Background: an optimization exercise with open tools, aiming at small area and a short achievable clock period. Do not read the settings as production practice. Only simulation tests tie the RTL to the original design; equivalence was not proved.

==> design/flow/design.v <==
module twiddle_ROM (clk,rst,counter,W_R_bus,W_I_bus);
input clk;
input rst;
input  [4:0] counter;
output [95:0] W_R_bus;
output [95:0] W_I_bus;
reg signed [31:0] W_R0,W_R1,W_R2;
reg signed [31:0] W_I0,W_I1,W_I2;
assign W_R_bus = {W_R2,W_R1,W_R0};
assign W_I_bus = {W_I2,W_I1,W_I0};
reg [2:0] W_index[2:0];
wire [2:0] W_index_next [2:0];
always @ (*)
begin
    case (W_index[0]) 
    3'd0: 
        begin
            W_R0 <=  32'sd65536;
            W_I0 <= -32'sd0;
		end 
    3'd1: 
        begin
            W_R0 <=  32'sd60547;
            W_I0 <= -32'sd25079;
		end 
    3'd2: 
        begin
            W_R0 <=  32'sd46340;
            W_I0 <= -32'sd46340;
		end 
    3'd3: 
        begin
            W_R0 <=  32'sd25079;
            W_I0 <= -32'sd60547;
		end 
    3'd4: 
        begin
            W_R0 <=  32'sd0;
            W_I0 <= -32'sd65536;
		end 
    3'd5: 
        begin
            W_R0 <= -32'sd25079;
            W_I0 <= -32'sd60547;
		end 
    3'd6: 
        begin
            W_R0 <= -32'sd46340;
            W_I0 <= -32'sd46340;
		end 
    3'd7: 
        begin
            W_R0 <= -32'sd60547;
            W_I0 <= -32'sd25079;
		end 
        default:
        begin
            W_R0 <= 32'd0;
            W_I0 <= 32'd0;
        end
    endcase
end
always @ (*)
begin
    case (W_index[1]) 
    3'd0: 
        begin
            W_R1 <=  32'sd65536;
            W_I1 <= -32'sd0;
		end 
    3'd2: 
        begin
            W_R1 <=  32'sd46340;
            W_I1 <= -32'sd46340;
		end 
    3'd4: 
        begin
            W_R1 <=  32'sd0;
            W_I1 <= -32'sd65536;
		end 
    3'd6: 
        begin
            W_R1 <= -32'sd46340;
            W_I1 <= -32'sd46340;
		end 
        default:
        begin
            W_R1 <= 32'd0;
            W_I1 <= 32'd0;
        end
    endcase
end
always @ (*)
begin
    case (W_index[2]) 
    3'd0: 
        begin
            W_R2 <=  32'sd65536;
            W_I2 <= -32'sd0;
		end 
    3'd4: 
        begin
            W_R2 <=  32'sd0;
            W_I2 <= -32'sd65536;
		end 
        default:
        begin
            W_R2 <= 32'd0;
            W_I2 <= 32'd0;
        end
    endcase
end
assign W_index_next[0] = counter[3] ? W_index[0] : W_index[0]+3'd1;
always@(posedge clk or posedge rst)
begin
	if(rst) W_index[0] <= 3'd7;
	else W_index[0] <= W_index_next[0];
end
assign W_index_next[1] = counter[2] ? W_index[1] : W_index[1]+3'd2;
always@(posedge clk or posedge rst)
begin
	if(rst) W_index[1] <= 3'd6;
	else W_index[1] <= W_index_next[1];
end
assign W_index_next[2] = counter[1] ? W_index[2] : W_index[2]+3'd4;
always@(posedge clk or posedge rst)
begin
	if(rst) W_index[2] <= 3'd4;
	else W_index[2] <= W_index_next[2];
end
endmodule
module fft_butterFly#(parameter IN_W = 24,parameter Factor_W = 32)
(state,din_ar,din_ai,din_br,din_bi,W_R,W_I,dout_ar,dout_ai,dout_br,dout_bi);
input state;
input signed [IN_W-1:0] din_ar,din_ai,din_br,din_bi;
input signed [Factor_W-1:0] W_R;
input signed [Factor_W-1:0] W_I;
output signed [IN_W-1:0] dout_ar,dout_ai,dout_br,dout_bi;
reg signed [IN_W-1:0] dout_ar,dout_ai,dout_br,dout_bi;
reg signed [IN_W-1:0] a,b,c,d;
reg signed [IN_W*2:0] inter,mul_r,mul_i;
always@(*)
begin
	dout_ar = din_br;
	dout_ai = din_bi;
	dout_br = {IN_W{1'b0}};
	dout_bi = {IN_W{1'b0}};
	a = {IN_W{1'b0}};
	b = {IN_W{1'b0}};
	c = {IN_W{1'b0}};
	d = {IN_W{1'b0}};
	inter = {(IN_W*2+1){1'b0}};
	mul_r = {(IN_W*2+1){1'b0}};
	mul_i = {(IN_W*2+1){1'b0}};
	case(state)
	1'd0: 
	begin
		a = din_ar + din_br;
		b = din_ai + din_bi;
		c = din_ar - din_br;
		d = din_ai - din_bi;
		dout_br = a;
		dout_bi = b;
		dout_ar = c;
		dout_ai = d;
	end
	1'd1: 
	begin
		dout_ar = din_br;
		dout_ai = din_bi;
		a = din_ar;
		b = din_ai;
		inter = b*(W_R-W_I);
		mul_r = W_R*(a-b) + inter;
		mul_i = W_I*(a+b) + inter;
		dout_br = {mul_r[IN_W*2],mul_r[38:16]};
		dout_bi = {mul_i[IN_W*2],mul_i[38:16]};
	end
	default:
	begin
		dout_ar = din_br;
		dout_ai = din_bi;
	end
	endcase 
end
endmodule
module shifter#(parameter WIDTH=24,parameter delay=8)
(clk,rst,dataIn_R,dataIn_I,dataOut_R,dataOut_I);
input clk,rst;
input [WIDTH-1:0] dataIn_R,dataIn_I;
output [WIDTH-1:0] dataOut_R,dataOut_I;
wire [WIDTH-1:0] dataIn_R,dataIn_I,dataOut_R,dataOut_I;
reg [WIDTH-1:0] FIFO_R[delay-1:0];
reg [WIDTH-1:0] FIFO_I[delay-1:0];
assign dataOut_R = FIFO_R[delay-1];
assign dataOut_I = FIFO_I[delay-1];
integer i;
always@(posedge clk or posedge rst)
begin
    if(rst) 
    begin
        for(i=0;i<delay;i=i+1)
        begin
            FIFO_R[i] <= {WIDTH{1'b0}};
			FIFO_I[i] <= {WIDTH{1'b0}};
        end
    end
    else 
    begin
		FIFO_R[0] <= dataIn_R;
		FIFO_I[0] <= dataIn_I;
		for(i=0;i<(delay-1);i=i+1)
        begin
            FIFO_R[i+1] <= FIFO_R[i];
			FIFO_I[i+1] <= FIFO_I[i];	
        end
    end
end
endmodule
module sort#(parameter WIDTH = 24,parameter log2NUM = 4,parameter NUM = 16)(clk,rst,din_valid,d_num,din_r,din_i,dout_r,dout_i,dout_valid);
input clk,rst,din_valid;
input [log2NUM-1:0] d_num;
input [WIDTH-1:0] din_r,din_i;
output [WIDTH-1:0] dout_r,dout_i;
output dout_valid;
wire [log2NUM-1:0] d_num;
wire [log2NUM-1:0] d_num_reverse;
reverse #(.WIDTH(log2NUM)) r0 (.in(d_num),.out(d_num_reverse));
reg [WIDTH-1:0] buffer_r [NUM-1:0],buffer_i [NUM-1:0];
reg [WIDTH-1:0] result_r [NUM-1:0],result_i [NUM-1:0];
always@(posedge clk or posedge rst)
begin
	integer i;
	if(rst) 
	begin
		for(i=0;i<NUM;i=i+1)
		begin
			buffer_r[i] <= {WIDTH{1'b0}};
            buffer_i[i] <= {WIDTH{1'b0}};
            result_r[i] <= {WIDTH{1'b0}};
            result_i[i] <= {WIDTH{1'b0}};
		end
	end
    else if(d_num == {WIDTH{1'b0}})
    begin
        buffer_r[d_num_reverse] <= din_r; 
        buffer_i[d_num_reverse] <= din_i;
        for(i=0;i<NUM;i=i+1)
		begin
            result_r[i] <= buffer_r[i];
            result_i[i] <= buffer_i[i];
		end
    end
	else 
	begin
		buffer_r[d_num_reverse] <= din_r; 
        buffer_i[d_num_reverse] <= din_i; 
	end
end
wire [log2NUM-1:0] d_num_out = d_num - 1'b1;
wire [WIDTH-1:0] dout_r = result_r[d_num_out];
wire [WIDTH-1:0] dout_i = result_i[d_num_out];
reg [NUM:0]FIFO;
integer i;
always@(posedge clk or posedge rst)
begin
    if(rst) 
    begin
        for(i=0;i<NUM+1;i=i+1)
        begin
            FIFO[i] <= {WIDTH{1'b0}};
        end
    end
    else 
    begin
		FIFO[0] <= din_valid;
		for(i=0;i<(NUM);i=i+1)
        begin
            FIFO[i+1] <= FIFO[i];
        end
    end
end
wire dout_valid = FIFO[NUM];
endmodule
module reverse#(parameter WIDTH = 4) (in,out);
input [WIDTH-1:0] in;
output [WIDTH-1:0] out;
reg [WIDTH-1:0] out;
always@(*)
begin
	integer i;
	for(i=0;i<WIDTH;i=i+1)
	begin
		out[i] <= in[WIDTH-i-1];
	end
end
endmodule
module FFT#(parameter WIDTH = 24,parameter PointLog2 = 4,parameter tw_WIDTH = 32)  
(clk,rst,din_valid,din_r,din_i,dout_num,done,dout_valid,dout_r,dout_i);
input clk,rst;
input din_valid;
input [WIDTH-1:0] din_r,din_i;
output [PointLog2-1:0] dout_num;
output [WIDTH-1:0] dout_r,dout_i;
output done,dout_valid;
wire [WIDTH-1:0] dout_r,dout_i;
wire [PointLog2:0] counter_next;
reg [PointLog2:0] counter;
wire [PointLog2-1:0] dout_num = counter[PointLog2-1:0] + {{PointLog2-1{1'd0}},1'd1};
wire signed [WIDTH-1:0] dout_ar [PointLog2-1:0];
wire signed [WIDTH-1:0] dout_ai [PointLog2-1:0];
wire signed [WIDTH-1:0] dout_br [PointLog2-1:0];
wire signed [WIDTH-1:0] dout_bi [PointLog2-1:0];
wire [WIDTH-1:0] shifter_din_R[PointLog2-1:0];
wire [WIDTH-1:0] shifter_din_I[PointLog2-1:0];
wire signed [tw_WIDTH-1:0] W_R[PointLog2-2:0];
wire signed [tw_WIDTH-1:0] W_I[PointLog2-2:0];
wire [3*tw_WIDTH-1:0] W_R_bus,W_I_bus;
assign W_R[0] = W_R_bus[tw_WIDTH-1:0];
assign W_R[1] = W_R_bus[2*tw_WIDTH-1:tw_WIDTH];
assign W_R[2] = W_R_bus[3*tw_WIDTH-1:2*tw_WIDTH];
assign W_I[0] = W_I_bus[tw_WIDTH-1:0];
assign W_I[1] = W_I_bus[2*tw_WIDTH-1:tw_WIDTH];
assign W_I[2] = W_I_bus[3*tw_WIDTH-1:2*tw_WIDTH];
wire state[PointLog2-1:0];
assign counter_next = (din_valid) ? counter + {{PointLog2{1'd0}},1'd1} : counter;
always@(posedge clk or posedge rst)
begin
	if(rst) counter <= {(PointLog2+1){1'b0}};
	else counter <= counter_next;
end
reg fft_first_run,done;
wire dout_valid;
always@(posedge clk or posedge rst)
begin
	if(rst)
	begin
		done <= 1'd0;
		fft_first_run <= 1'd0;
	end
	else if(dout_num == 5'd15 && fft_first_run == 1'd1) done <= 1'd1;
	else if(dout_num == 5'd15) 
	begin
		done <= 1'd0;
		fft_first_run <= 1'd1;
	end
	else done <= 1'd0;
end
wire [WIDTH-1:0] fft_dout_r = dout_br[PointLog2-1];
wire [WIDTH-1:0] fft_dout_i = dout_bi[PointLog2-1];
twiddle_ROM rom(
		.clk(clk),
		.rst(rst),
		.counter(counter),
		.W_R_bus(W_R_bus),
		.W_I_bus(W_I_bus)
);
genvar i;
generate
	for(i=0;i<PointLog2;i=i+1)
	begin
		assign state[i] = counter[PointLog2-1-i] ? 1'd0 : 1'd1;
		shifter #(.WIDTH(24),.delay(2**(PointLog2-i-1)))
		delay( .clk(clk),
				.rst(rst),
				.dataIn_R(dout_ar[i]),
				.dataIn_I(dout_ai[i]),
				.dataOut_R(shifter_din_R[i]),
				.dataOut_I(shifter_din_I[i])
		);
	end
	fft_butterFly f0(  	.state(state[0]),
					.din_ar(shifter_din_R[0]),
				   	.din_ai(shifter_din_I[0]),
					.din_br(din_r),
					.din_bi(din_i),
					.W_R(W_R[0]),
					.W_I(W_I[0]),
					.dout_ar(dout_ar[0]),
					.dout_ai(dout_ai[0]),
					.dout_br(dout_br[0]),
					.dout_bi(dout_bi[0])
	);
	for(i=1;i<PointLog2;i=i+1)
	begin
		if(i == (PointLog2-1))
		begin
			fft_butterFly 
			f(  		.state(state[i]),
						.din_ar(shifter_din_R[i]),
						.din_ai(shifter_din_I[i]),
						.din_br(dout_br[i-1]),
						.din_bi(dout_bi[i-1]),
						.W_R(32'h00010000),
						.W_I(32'h00000000),
						.dout_ar(dout_ar[i]),
						.dout_ai(dout_ai[i]),
						.dout_br(dout_br[i]),
						.dout_bi(dout_bi[i])
			);
		end
		else
		begin
			fft_butterFly 
			f(  		.state(state[i]),
						.din_ar(shifter_din_R[i]),
						.din_ai(shifter_din_I[i]),
						.din_br(dout_br[i-1]),
						.din_bi(dout_bi[i-1]),
						.W_R(W_R[i]),
						.W_I(W_I[i]),
						.dout_ar(dout_ar[i]),
						.dout_ai(dout_ai[i]),
						.dout_br(dout_br[i]),
						.dout_bi(dout_bi[i])
			);
		end
	end
endgenerate
wire sort_din_valid = fft_first_run;
wire [WIDTH-1:0] sort_dout_r,sort_dout_i;
wire sort_dout_valid;
sort #(.WIDTH(WIDTH),.log2NUM(PointLog2),.NUM(PointLog2*PointLog2)) s1(
		.clk(clk),
		.rst(rst),
		.din_valid(sort_din_valid),
		.d_num(dout_num),
		.din_r(fft_dout_r),
		.din_i(fft_dout_i),
		.dout_r(sort_dout_r),
		.dout_i(sort_dout_i),
		.dout_valid(sort_dout_valid)
);
assign dout_r = sort_dout_r;
assign dout_i = sort_dout_i;
assign dout_valid = sort_dout_valid;
endmodule
==> design/flow/run.sh <==
#!/bin/bash
# synth_recipe.tcl (not shown) runs the flow's synth.tcl, then flattens the netlist and writes it again
# the make line also repeats each setting of config.mk as NAME=value (left out here)
make -C /OpenROAD-flow-scripts/flow DESIGN_CONFIG=/design/flow/config.mk WORK_HOME=/design/flow/orfs CLKGATE_MAP_FILE= SYNTH_SCRIPT=/design/flow/synth_recipe.tcl finish
==> design/flow/config.mk <==
export PLATFORM = sky130hd
export DESIGN_NAME = FFT
export DESIGN_NICKNAME = FFT
export VERILOG_FILES = /design/flow/design.v
export SDC_FILE = /design/flow/constraint.sdc
export NUM_CORES = 4
export LEC_CHECK = 0
export CAP_MARGIN = 20
export CORE_MARGIN = 2
export CORE_UTILIZATION = 40
export PLACE_DENSITY = 0.6
export SLEW_MARGIN = 20
==> design/flow/constraint.sdc <==
create_clock -name core_clock -period 30.0 [get_ports {clk}]
set_input_delay 6.0000 -clock core_clock [delete_from_list [all_inputs] [get_ports {clk}]]
set_output_delay 6.0000 -clock core_clock [all_outputs]
set_load 0.01 [all_outputs]
==> metrics.md <==
| Metric | Value |
|---|---|
| Routability cong. | `0.9700` |
| Largest net degree at the start of global routing | `240` |
| CTS resizes | `0` |
| Yosys warns | `22` |
| Clock Path Buffers | `4` |
| Critical path arrival | `25010 ps` |
| Setup crit start | `rom.W_index[0][0]` |
| CTS tree | `yes` |
| Largest cells by area after synthesis | `fa_1 31%, dfrtp_1 26%, ha_1 11%` |
| Worst path top cell family by delay | `adder cells` |
| Initial antenna violation count | `44` |
| Crit-path max cell delay | `860 ps` |
| Hold violation count in the final report | `0` |
| Hold path startpoint | `genblk1[1].delay.FIFO_I[1][23]` |
| Final Setup Violations | `0` |
| Sequential share of the synthesized area | `25.68%` |
| Metal2 WL | `324.5 mm` |
| R2R Path End | `s1.buffer_r[8][23]` |
| Detailed-route DRC error count | `0` |
| Synth top area share | `30.69%` |
| Startpoint types | `flip-flop` |
| Fin nets | `28360` |
| Io pins | `105` |
| Syn Inst Count | `23090` |
| IO Port Bufs | `104` |
| Clock latency (worst-skew pair) | `1020 ps` |
| Post-DP HPWL | `531.3 mm` |
| Crit path kind | `flip-flop to flip-flop` |
| Largest area contributor in the netlist | `fa_1` |
| Hold crit path type | `flip-flop to flip-flop` |
| Top-count cell post-synth | `inv_1` |
| Die height | `750.1 microns` |
| Setup Skew | `149.7 ps` |
| CP most frequent cell | `inv_1` |
| Post-synth EDFFs | `0` |
| Most instantiated cells after synthesis | `4564 x inv_1, 3903 x nand2_1, 3414 x fa_1, 2279 x dfrtp_1, 1919 x ha_1` |
| DR vias | `155300` |
| Hold Slack | `245.1 ps` |
| Worst Tran Pin Value | `1224 ps` |
| Vias per cell | `5.069` |
| Core ar. | `555700 sq um` |
| DR iter-0 viols | `11460` |
| Setup TNS | `0 ps` |
| Max Cap Violations | `0` |
| Highest metal used | `met5` |
| DP Worst Slack | `5971 ps` |
| Cts hold-fix bufs | `0` |
| Top FF cell, synth | `dfrtp_1` |
| Starting Density | `40.07%` |
| Setup crit end kind | `flip-flop` |
| Die X | `750.1 microns` |
| FF-to-FF Start | `rom.W_index[0][0]` |
| Final slew viol count | `0` |
| Critical Path RT | `30880 ps` |
| Hold Crit Depth | `0` |
| Mapped cell area | `222700 sq um` |
| Highest clock rate | `41.45 MHz` |
| DP Area | `233200 sq um` |
| Slack of the critical path | `5874 ps` |
| Period Utilization, post-route | `80.42%` |
| FF-to-FF setup slack | `5870 ps` |
| CP max-delay cell | `xor2_2` |
| GRT Total Usage | `24.39%` |
| Total congestion overflow | `0` |
| Met1 wire length | `271.0 mm` |
| Asr flop ratio synth | `100.0%` |
| First-pass DRT Iterations | `6` |
| Worst r2r path cells | `88` |
| Row Count | `274` |
| Synth Register Bits | `2285` |
| Status | `finished clean` |
| Distinct cells, synth | `109` |
| Mean Syn Cell Area | `9.645 sq um` |
| Clock slew at reported path FFs | `80 ps` |
| RSZ-0062 raised after global routing | `false` |
| CTS sink count | `2285` |
| Die footprint | `562700 sq um` |
| Worst path buffer plus inverter count | `17` |
| Worst Path Max Fanout | `33` |
| Slew margin rel. | `18.11%` |
| Ratio of cells with drive above 1 in the final layout | `4.282%` |
| Routed wl met3 | `38.93 mm` |
| Remaining antenna violation count | `0` |
| First-pass GRT wire length | `1034 mm` |
| Inserted Clock Buffers | `235` |
| Tmin final | `24130 ps` |
| Setup bufs post-CTS | `0` |
| Hold Path Sink | `genblk1[1].delay.FIFO_I[2][23]` |
| Final WL | `678.4 mm` |
| Synthesis-to-finish area growth | `8.438%` |
| Root buf cell | `clkbuf_16` |
| Wire length per cell | `22.14 microns` |
| H-tree level count | `4` |
| Final instance area | `241500 sq um` |
| Vias in the first global route | `164100` |
## cell families after synthesis
| group | share of synthesized area (%) |
|---|---|
| compound gates | 8.428 |
| xor+xnor | 2.863 |
| fa+ha+maj | 41.48 |
| buf+inv | 9.210 |
| flops | 25.68 |
| mux | 0.6147 |
| other cells | 0.003373 |
| simple gates | 11.72 |
## how the worst max path moves through the flow
| stage | to | slack [ps] | depth (start not counted) |
|---|---|---|---|
| finish | s1.buffer_r[8][23] | 5870 | 88 |
| global placement | s1.buffer_i[3][23] | 6420 | 82 |
| global route | s1.buffer_r[8][23] | 4350 | 88 |
| CTS | s1.buffer_r[10][23] | 5940 | 88 |
| detailed placement | s1.buffer_r[8][23] | 5970 | 88 |
| floorplan | counter[0] | -7750 | 1 |
## worst reg2reg max path: cells and delay by family (launching register included)
family	cells	cell delay (ps)
flip-flops	1	520
XOR/XNOR	7	2220
AO/OA/AOI/OAI	23	6970
adder cells (fa/ha/maj)	20	9220
buffers and inverters	17	2480
AND/OR/NAND/NOR	20	2380
multiplexers	1	310
## placed cells by master (no fill, tap or decap), types with 60 or more instances in the layout
master	n
a221oi_1	86
nor2b_1	140
nand3_1	108
or2_2	73
buf_4	306
and3_1	109
nor3_1	170
a31oi_1	60
a21oi_1	711
inv_1	4562
nand2_1	3887
mux2i_1	96
fa_1	3413
clkdlybuf4s50_1	104
conb_1	68
xor2_1	149
clkbuf_16	235
o21ai_0	1115
xnor2_1	512
and2_1	267
o21a_1	91
nand2b_1	177
or3_1	72
a21o_1	169
o21bai_1	141
a22oi_1	140
a22o_1	78
nor2_1	1000
dfrtp_1	2275
ha_1	1919
## metrics by stage
stage,std cells,util [%]
floorplan,23150,-
global placement,30190,41.96
detailed placement,30190,41.97
CTS,30620,43.44
global route,30630,43.45
finish,30630,43.45
## layout make-up
class	count	area, sq um
fill	53950	314300
multi-input combinational	15450	146000
clock inverter	113	1578
antenna	16	40.04
clock buffer	317	6579
timing repair buffer	424	3577
inverter	4581	17200
sequential	2285	57200
tap	7452	9324
## registers in the layout (all words and copies together), names as in the netlist
name / count
s1.result_i: 384
fft_first_run: 1
genblk1.delay.FIFO_I: 360
s1.FIFO: 17
s1.buffer_i: 384
s1.buffer_r: 384
counter: 4
done: 1
genblk1.delay.FIFO_R: 360
rom.W_index: 6
s1.result_r: 384
## layer usage
| metal | vias up | GRT usage [%] |
|---|---|---|
| met5 | - | 0 |
| met4 | 18 | 12.57 |
| met3 | 1278 | 3.677 |
| met2 | 4278 | 41.27 |
| met1 | 78900 | 30.32 |
| li1 | 70820 | - |

-- static timing again, ports no longer ideal --
The flow's constraints put no driver on any port. The routed layout listed below was extracted and timed again, unchanged, in two steps.
Step 1 (the two cells are an assumption about what drives the block):
set clk [get_ports {clk}]
set_driving_cell -lib_cell sky130_fd_sc_hd__clkbuf_16 $clk
set_driving_cell -lib_cell sky130_fd_sc_hd__buf_2 [delete_from_list [all_inputs] $clk]
Step 2 moves the port delays by t, midway between the first and last clock arrival at a register: inputs arrive t later, outputs are due t later. That takes back most of the time a late clock gives input paths.
Slacks: no drivers / after step 1 / after step 2; pairs: no drivers / after step 1.
t, ns: 1.082
slack for setup (ns): 5.874 / 5.874 / 5.874
hold WS [ns]: 0.245 / 0.245 / 0.245
latest minus earliest clock arrival (ns): 0.153 / 0.154
worst register clock-pin slew, ns: 0.08 / 0.08
After both steps this run still meets setup and hold. For this run, drivers alone change the setup slack by 0.000 ns; drivers and shift together by 0.000 ns.
